This design comes from an exercise in tuning for small area on the open sky130 flow, not from production work.
The RTL was checked by simulation tests, not by an equivalence proof against the original design.
No driver is modelled on the clock port, so clocking that relies on it looks cheaper here than on a real chip.
Power and IR drop assume default switching activity.

==> v10: inputs <==
// pcore_id
module pcore_id (
    input  logic          clk,
    input  logic          rst_n,                  
    input  logic [100:0]  if2id_data_i,           
    input  logic [1:0]    if2id_ctrl_i,           
    input  logic [1:0]    csr2id_fb_i,            
    input  logic [37:0]   wrb2id_fb_i,            
    output logic [196:0]  id2exe_data_o,          
    output logic [40:0]   id2exe_ctrl_o           
);
export LEC_CHECK = 0
export CAP_MARGIN = 10
export CELL_PAD_IN_SITES_DETAIL_PLACEMENT = 1
export CELL_PAD_IN_SITES_GLOBAL_PLACEMENT = 1
export CORE_MARGIN = 2
export CORE_UTILIZATION = 35
export PLACE_DENSITY = 0.45
export SETUP_SLACK_MARGIN = 0.3
export SLEW_MARGIN = 10
create_clock -name core_clock -period 10.0 [get_ports {clk}]
standard.sh (not shown) runs the stock make flow with config.mk's settings and CLKGATE_MAP_FILE= SYNTH_SCRIPT=/design/flow/synth_recipe.tcl, a recipe that flattens the netlist after the stock synthesis.
==> flow/flow/run.sh <==
#!/bin/bash
# Standard ORFS layout (the standard.sh) with these changes:
#  - ports are buffered with the smallest buffer (buf_1) instead of ORFS's default pick
#  - clock tree: clkbuf_4 buffers, small sink clusters, no dummy loads
#  - after clock tree synthesis, cells with spare slack are downsized (flow/post_cts.tcl)
set -euo pipefail
bash standard.sh \
  "BUFFER_PORTS_ARGS=-buffer_cell sky130_fd_sc_hd__buf_1" \
  "CTS_ARGS=-sink_clustering_enable -repair_clock_nets -dont_use_dummy_load -buf_list sky130_fd_sc_hd__clkbuf_4 -sink_clustering_size 8 -sink_clustering_max_diameter 50" \
  "POST_CTS_TCL=$PWD/flow/post_cts.tcl" \
  finish > standard_flow.log 2>&1
==> flow/flow/post_cts.tcl <==
# Downsize cells that have timing slack to spare (power recovery also
# shrinks area), then legalize the placement again.
repair_timing -recover_power 100 -setup_margin 0.3 -match_cell_footprint
detailed_placement
check_placement -verbose
==> v19: changes against v10 <==
==> flow/flow/run.sh (replaced) <==
#!/bin/bash
# Standard ORFS layout (the standard.sh) with these changes:
#  - ports are buffered with the smallest buffer (buf_1) instead of ORFS's default pick
#  - clock tree: clkbuf_4 buffers, small sink clusters, no dummy loads
set -euo pipefail
bash standard.sh \
  "BUFFER_PORTS_ARGS=-buffer_cell sky130_fd_sc_hd__buf_1" \
  "CTS_ARGS=-sink_clustering_enable -repair_clock_nets -dont_use_dummy_load -buf_list sky130_fd_sc_hd__clkbuf_4 -sink_clustering_size 8 -sink_clustering_max_diameter 50" \
  finish > standard_flow.log 2>&1
==> flow/config.mk (replaced) <==
export PLATFORM = sky130hd
export DESIGN_NAME = pcore_id
export DESIGN_NICKNAME = pcore_id
export VERILOG_FILES = /design/flow/design.v
export SDC_FILE = /design/flow/constraint.sdc
export NUM_CORES = 4
export LEC_CHECK = 0
export CAP_MARGIN = 20
export CELL_PAD_IN_SITES_DETAIL_PLACEMENT = 1
export CELL_PAD_IN_SITES_GLOBAL_PLACEMENT = 1
export CORE_MARGIN = 2
export CORE_UTILIZATION = 40
export PLACE_DENSITY = 0.6
export SETUP_SLACK_MARGIN = 0.3
export SLEW_MARGIN = 20
removed: flow/flow/post_cts.tcl
==> notes.md <==
outcome complete, no violations; fraction of area in registers 0.4347; pre-CTS setup slack 1.541 ns; net switching power 2.735 mW; cells along the critical path nor2b_1 -> nand2_1 -> nor2_4 -> buf_4 -> nor2_4 -> buf_4 -> a22o_1; routability cong. 0.9506; commonest non-fill, non-tap cells in the layout dfxtp_1, a22o_1, a22oi_1, buf_1, nand2_1; fin util 0.4433; fin area 52340 µm²; first-pass GRT wire length 407500 µm
(the above is from v19)
==> notes.md <==
outcome complete, no violations; routability cong. 0.9187; WL met2 135200 µm; first-pass GRT wire length 441600 µm; commonest non-fill, non-tap cells in the layout dfxtp_1, a22o_1, a22oi_1, buf_1, nand2_1; fraction of area in registers 0.4327; cells along the critical path nor2b_1 -> nand2_1 -> nor2_4 -> buf_1 -> nor2_4 -> buf_2 -> a22o_1; pre-CTS setup slack 1.446 ns; arrival time worst endpoint 10.44 ns; net switching power 2.825 mW
(the above is from v10)

---

==> inputs of run D <==
pcore_id, a different RTL version from the one above (not shown whole).
## pcore_id
module pcore_id (
    input  logic          clk,
    input  logic          rst_n,                  
    input  logic [100:0]  if2id_data_i,           
    input  logic [1:0]    if2id_ctrl_i,           
    input  logic [1:0]    csr2id_fb_i,            
    input  logic [37:0]   wrb2id_fb_i,            
    output logic [196:0]  id2exe_data_o,          
    output logic [40:0]   id2exe_ctrl_o           
);
type_wrb2id_fb_s      wrb2id_fb;
assign wrb2id_fb = type_wrb2id_fb_s'(wrb2id_fb_i);
logic                 valid_q;                
logic [100:0]         if2id_data_q;
logic [1:0]           if2id_ctrl_q;
logic [1:0]           csr2id_fb_q;
always_ff @(posedge clk) begin
    if (~rst_n) begin
        valid_q      <= 1'b0;
        if2id_data_q <= '0;
        if2id_ctrl_q <= '0;
        csr2id_fb_q  <= '0;
    end else begin
        valid_q      <= 1'b1;
        if2id_data_q <= if2id_data_i;
        if2id_ctrl_q <= if2id_ctrl_i;
        csr2id_fb_q  <= csr2id_fb_i;
    end
end
type_if2id_data_s     if2id_data;
assign if2id_data = type_if2id_data_s'(if2id_data_q);
logic [32-1:0]     rs1_data, rs2_data;
reg_file rf_module (
    .rst_n          (rst_n),
    .clk            (clk),
    .rs1_addr_i     (if2id_data.instr[19:15]),
    .rs2_addr_i     (if2id_data.instr[24:20]),
    .rs1_data_o     (rs1_data),
    .rs2_data_o     (rs2_data),
    .rd_wr_req_i    (wrb2id_fb.rd_wr_req),
    .rd_addr_i      (wrb2id_fb.rd_addr),
    .rd_data_i      (wrb2id_fb.rd_data)
);
  ...
==> module reg_file, before the edit <==
module reg_file (
    input   logic                      rst_n,                
    input   logic                      clk,                  
    input   logic [5-1:0]     rs1_addr_i,           
    input   logic [5-1:0]     rs2_addr_i,           
    output  logic [32-1:0]          rs1_data_o,           
    output  logic [32-1:0]          rs2_data_o,           
    input   logic                      rd_wr_req_i,          
    input   logic [5-1:0]     rd_addr_i,            
    input   logic [32-1:0]          rd_data_i             
);
logic   [32-1:1][32-1:0] register_file;
logic                        wb_en;
logic [5-1:0]       wb_addr;
logic [32-1:0]            wb_data;
always_ff @(negedge clk) begin
    wb_en   <= ~rst_n | (rd_wr_req_i & (|rd_addr_i));
    wb_addr <= rd_addr_i & {5{rst_n}};
    wb_data <= rd_data_i & {32{rst_n}};
end
logic                        wb_clr;
assign wb_clr = wb_en & (wb_addr == '0);
logic   [32-1:1]            row_we, row_keep;
always_comb begin
    for (int i = 1; i < 32; i++) begin
        row_we[i]   = wb_en & (wb_addr == i);
        row_keep[i] = ~(wb_en & ((wb_addr == i) | (wb_addr == '0)));
    end
end
always_ff @(posedge clk) begin
    for (int i = 1; i < 32; i++) begin
        register_file[i] <= (register_file[i] & {32{row_keep[i]}})
                          | (wb_data & {32{row_we[i]}});
    end
end
always_comb begin
    rs1_data_o = '0;
    rs2_data_o = '0;
    for (int i = 1; i < 32; i++) begin
        rs1_data_o = rs1_data_o | (register_file[i] & {32{rs1_addr_i == i}});
        rs2_data_o = rs2_data_o | (register_file[i] & {32{rs2_addr_i == i}});
    end
end
endmodule
Settings: LEC_CHECK=0, CAP_MARGIN=20, CELL_PAD_IN_SITES_DETAIL_PLACEMENT=1, CELL_PAD_IN_SITES_GLOBAL_PLACEMENT=1, CORE_MARGIN=2, CORE_UTILIZATION=35, CTS_BUF_LIST=sky130_fd_sc_hd__clkbuf_4, PLACE_DENSITY=0.45, SETUP_SLACK_MARGIN=0.3, SLEW_MARGIN=20; clock period 10.0 ns.
==> flow/flow/run.sh <==
#!/bin/bash
# Standard ORFS layout (the standard.sh) with two changes:
#  - ports are buffered with the smallest buffer (buf_1) instead of ORFS's default pick
#  - clock tree synthesis inserts no dummy loads
set -euo pipefail
bash standard.sh \
  "BUFFER_PORTS_ARGS=-buffer_cell sky130_fd_sc_hd__buf_1" \
  "CTS_ARGS=-sink_clustering_enable -repair_clock_nets -dont_use_dummy_load" \
  finish > standard_flow.log 2>&1
==> run M (differences from run D) <==
--- a/flow/design.v
+++ b/flow/design.v
@@ -622,12 +622,2 @@
 logic   [32-1:1][32-1:0] register_file;
-logic                        wb_en;
-logic [5-1:0]       wb_addr;
-logic [32-1:0]            wb_data;
-always_ff @(negedge clk) begin
-    wb_en   <= ~rst_n | (rd_wr_req_i & (|rd_addr_i));
-    wb_addr <= rd_addr_i & {5{rst_n}};
-    wb_data <= rd_data_i & {32{rst_n}};
-end
-logic                        wb_clr;
-assign wb_clr = wb_en & (wb_addr == '0);
 logic   [32-1:1]            row_we, row_keep;
@@ -635,4 +625,4 @@
     for (int i = 1; i < 32; i++) begin
-        row_we[i]   = wb_en & (wb_addr == i);
-        row_keep[i] = ~(wb_en & ((wb_addr == i) | (wb_addr == '0)));
+        row_we[i]   = rst_n & rd_wr_req_i & (rd_addr_i == i);
+        row_keep[i] = rst_n & ~(rd_wr_req_i & (rd_addr_i == i));
     end
@@ -642,3 +632,3 @@
         register_file[i] <= (register_file[i] & {32{row_keep[i]}})
-                          | (wb_data & {32{row_we[i]}});
+                          | (rd_data_i & {32{row_we[i]}});
     end
==> flow/flow/run.sh (replaced) <==
#!/bin/bash
# Standard ORFS layout (the standard.sh) with these changes:
#  - ports are buffered with the smallest buffer (buf_1) instead of ORFS's default pick
#  - clock tree: clkbuf_4 buffers, small sink clusters, no dummy loads
set -euo pipefail
bash standard.sh \
  "BUFFER_PORTS_ARGS=-buffer_cell sky130_fd_sc_hd__buf_1" \
  "CTS_ARGS=-sink_clustering_enable -repair_clock_nets -dont_use_dummy_load -buf_list sky130_fd_sc_hd__clkbuf_4 -sink_clustering_size 8 -sink_clustering_max_diameter 50" \
  finish > standard_flow.log 2>&1
--- a/flow/config.mk
+++ b/flow/config.mk
@@ -11,5 +11,4 @@
 export CORE_MARGIN = 2
-export CORE_UTILIZATION = 35
-export CTS_BUF_LIST = sky130_fd_sc_hd__clkbuf_4
-export PLACE_DENSITY = 0.45
+export CORE_UTILIZATION = 40
+export PLACE_DENSITY = 0.6
 export SETUP_SLACK_MARGIN = 0.3
==> run R (differences from run D) <==
--- a/flow/design.v
+++ b/flow/design.v
@@ -622,12 +622,2 @@
 logic   [32-1:1][32-1:0] register_file;
-logic                        wb_en;
-logic [5-1:0]       wb_addr;
-logic [32-1:0]            wb_data;
-always_ff @(negedge clk) begin
-    wb_en   <= ~rst_n | (rd_wr_req_i & (|rd_addr_i));
-    wb_addr <= rd_addr_i & {5{rst_n}};
-    wb_data <= rd_data_i & {32{rst_n}};
-end
-logic                        wb_clr;
-assign wb_clr = wb_en & (wb_addr == '0);
 logic   [32-1:1]            row_we, row_keep;
@@ -635,4 +625,4 @@
     for (int i = 1; i < 32; i++) begin
-        row_we[i]   = wb_en & (wb_addr == i);
-        row_keep[i] = ~(wb_en & ((wb_addr == i) | (wb_addr == '0)));
+        row_we[i]   = rst_n & rd_wr_req_i & (rd_addr_i == i);
+        row_keep[i] = rst_n & ~(rd_wr_req_i & (rd_addr_i == i));
     end
@@ -642,3 +632,3 @@
         register_file[i] <= (register_file[i] & {32{row_keep[i]}})
-                          | (wb_data & {32{row_we[i]}});
+                          | (rd_data_i & {32{row_we[i]}});
     end
==> flow/flow/run.sh (replaced) <==
#!/bin/bash
# Standard ORFS layout (the standard.sh) with these changes:
#  - ports are buffered with the smallest buffer (buf_1) instead of ORFS's default pick
#  - clock tree: clkbuf_4 buffers, small sink clusters, no dummy loads
#  - after clock tree synthesis, cells with spare slack are downsized (flow/post_cts.tcl)
set -euo pipefail
bash standard.sh \
  "BUFFER_PORTS_ARGS=-buffer_cell sky130_fd_sc_hd__buf_1" \
  "CTS_ARGS=-sink_clustering_enable -repair_clock_nets -dont_use_dummy_load -buf_list sky130_fd_sc_hd__clkbuf_4 -sink_clustering_size 8 -sink_clustering_max_diameter 50" \
  "POST_CTS_TCL=$PWD/flow/post_cts.tcl" \
  finish > standard_flow.log 2>&1
==> flow/flow/post_cts.tcl (new file) <==
# Downsize cells that have timing slack to spare (power recovery also
# shrinks area), then legalize the placement again.
repair_timing -recover_power 100 -setup_margin 0.3 -match_cell_footprint
detailed_placement
check_placement -verbose
--- a/flow/config.mk
+++ b/flow/config.mk
@@ -7,3 +7,3 @@
 export LEC_CHECK = 0
-export CAP_MARGIN = 20
+export CAP_MARGIN = 10
 export CELL_PAD_IN_SITES_DETAIL_PLACEMENT = 1
@@ -12,5 +12,4 @@
 export CORE_UTILIZATION = 35
-export CTS_BUF_LIST = sky130_fd_sc_hd__clkbuf_4
 export PLACE_DENSITY = 0.45
 export SETUP_SLACK_MARGIN = 0.3
-export SLEW_MARGIN = 20
+export SLEW_MARGIN = 10
==> notes.md <==
status=timing/DRC/antenna clean; CTS Buffer Depth=3; Non-clk bufs=554; post-synth top area share=46.79%; multiplexer area fraction after synthesis=0.1998%; clk slew on worst S/H paths=0.09 ns; Seq pwr share=58.9%; buffering overhead=5.479%
[end of results for run M]
==> notes.md <==
initial antenna violation count=23; Max-Cap Viols=1; multiplexer area fraction after synthesis=0.1998%; SO Viols=max-capacitance violations, max-slew violations; max-slew violation count=26; clk slew on worst S/H paths=0.09 ns; post-synth top area share=46.79%; HP Start=rf_module.register_file[108]; most frequent cells in the layout=dfxtp_1, a22o_1, a22oi_1, buf_1, nand2_1; buffering overhead=5.831%; status=complete, but fails checks
[end of results for run R]
==> notes.md <==
Seq pwr share=47.2%; buffering overhead=5.775%; CTS Buffer Depth=3; multiplexer area fraction after synthesis=0.2116%; multi-input logic area=0.02314 mm²; Non-clk bufs=579; register area share after synthesis=47.49%; top cell type by total area after synthesis=dfxtp_1; root buffer cell=clkbuf_16; post-synth top area share=47.49%; clk slew on worst S/H paths=0.06 ns; status=timing/DRC/antenna clean
[end of results for run D]

[what the ideal ports hide]
No port has a modelled driver above. Below, the same layouts with a new extraction and two added sets of constraints. Step 1, drivers: a clkbuf_16 drives clk and a buf_2 each remaining input, both assumed. Step 2, shift: input delay + t, output delay - t, t = (earliest + latest rising clock arrival at the registers) / 2. This alone moves slack from input paths to output paths. Three values: ideal ports, drivers, drivers and shift; two values: the first two.
run	t (ns)	slack for setup (ns)	hold WS [ns]
run M	1.284	2.610 / 2.528 / 3.812	0.512 / 0.512 / 0.512
run R	1.317	2.142 / 2.068 / 3.385	0.509 / 0.509 / 0.509
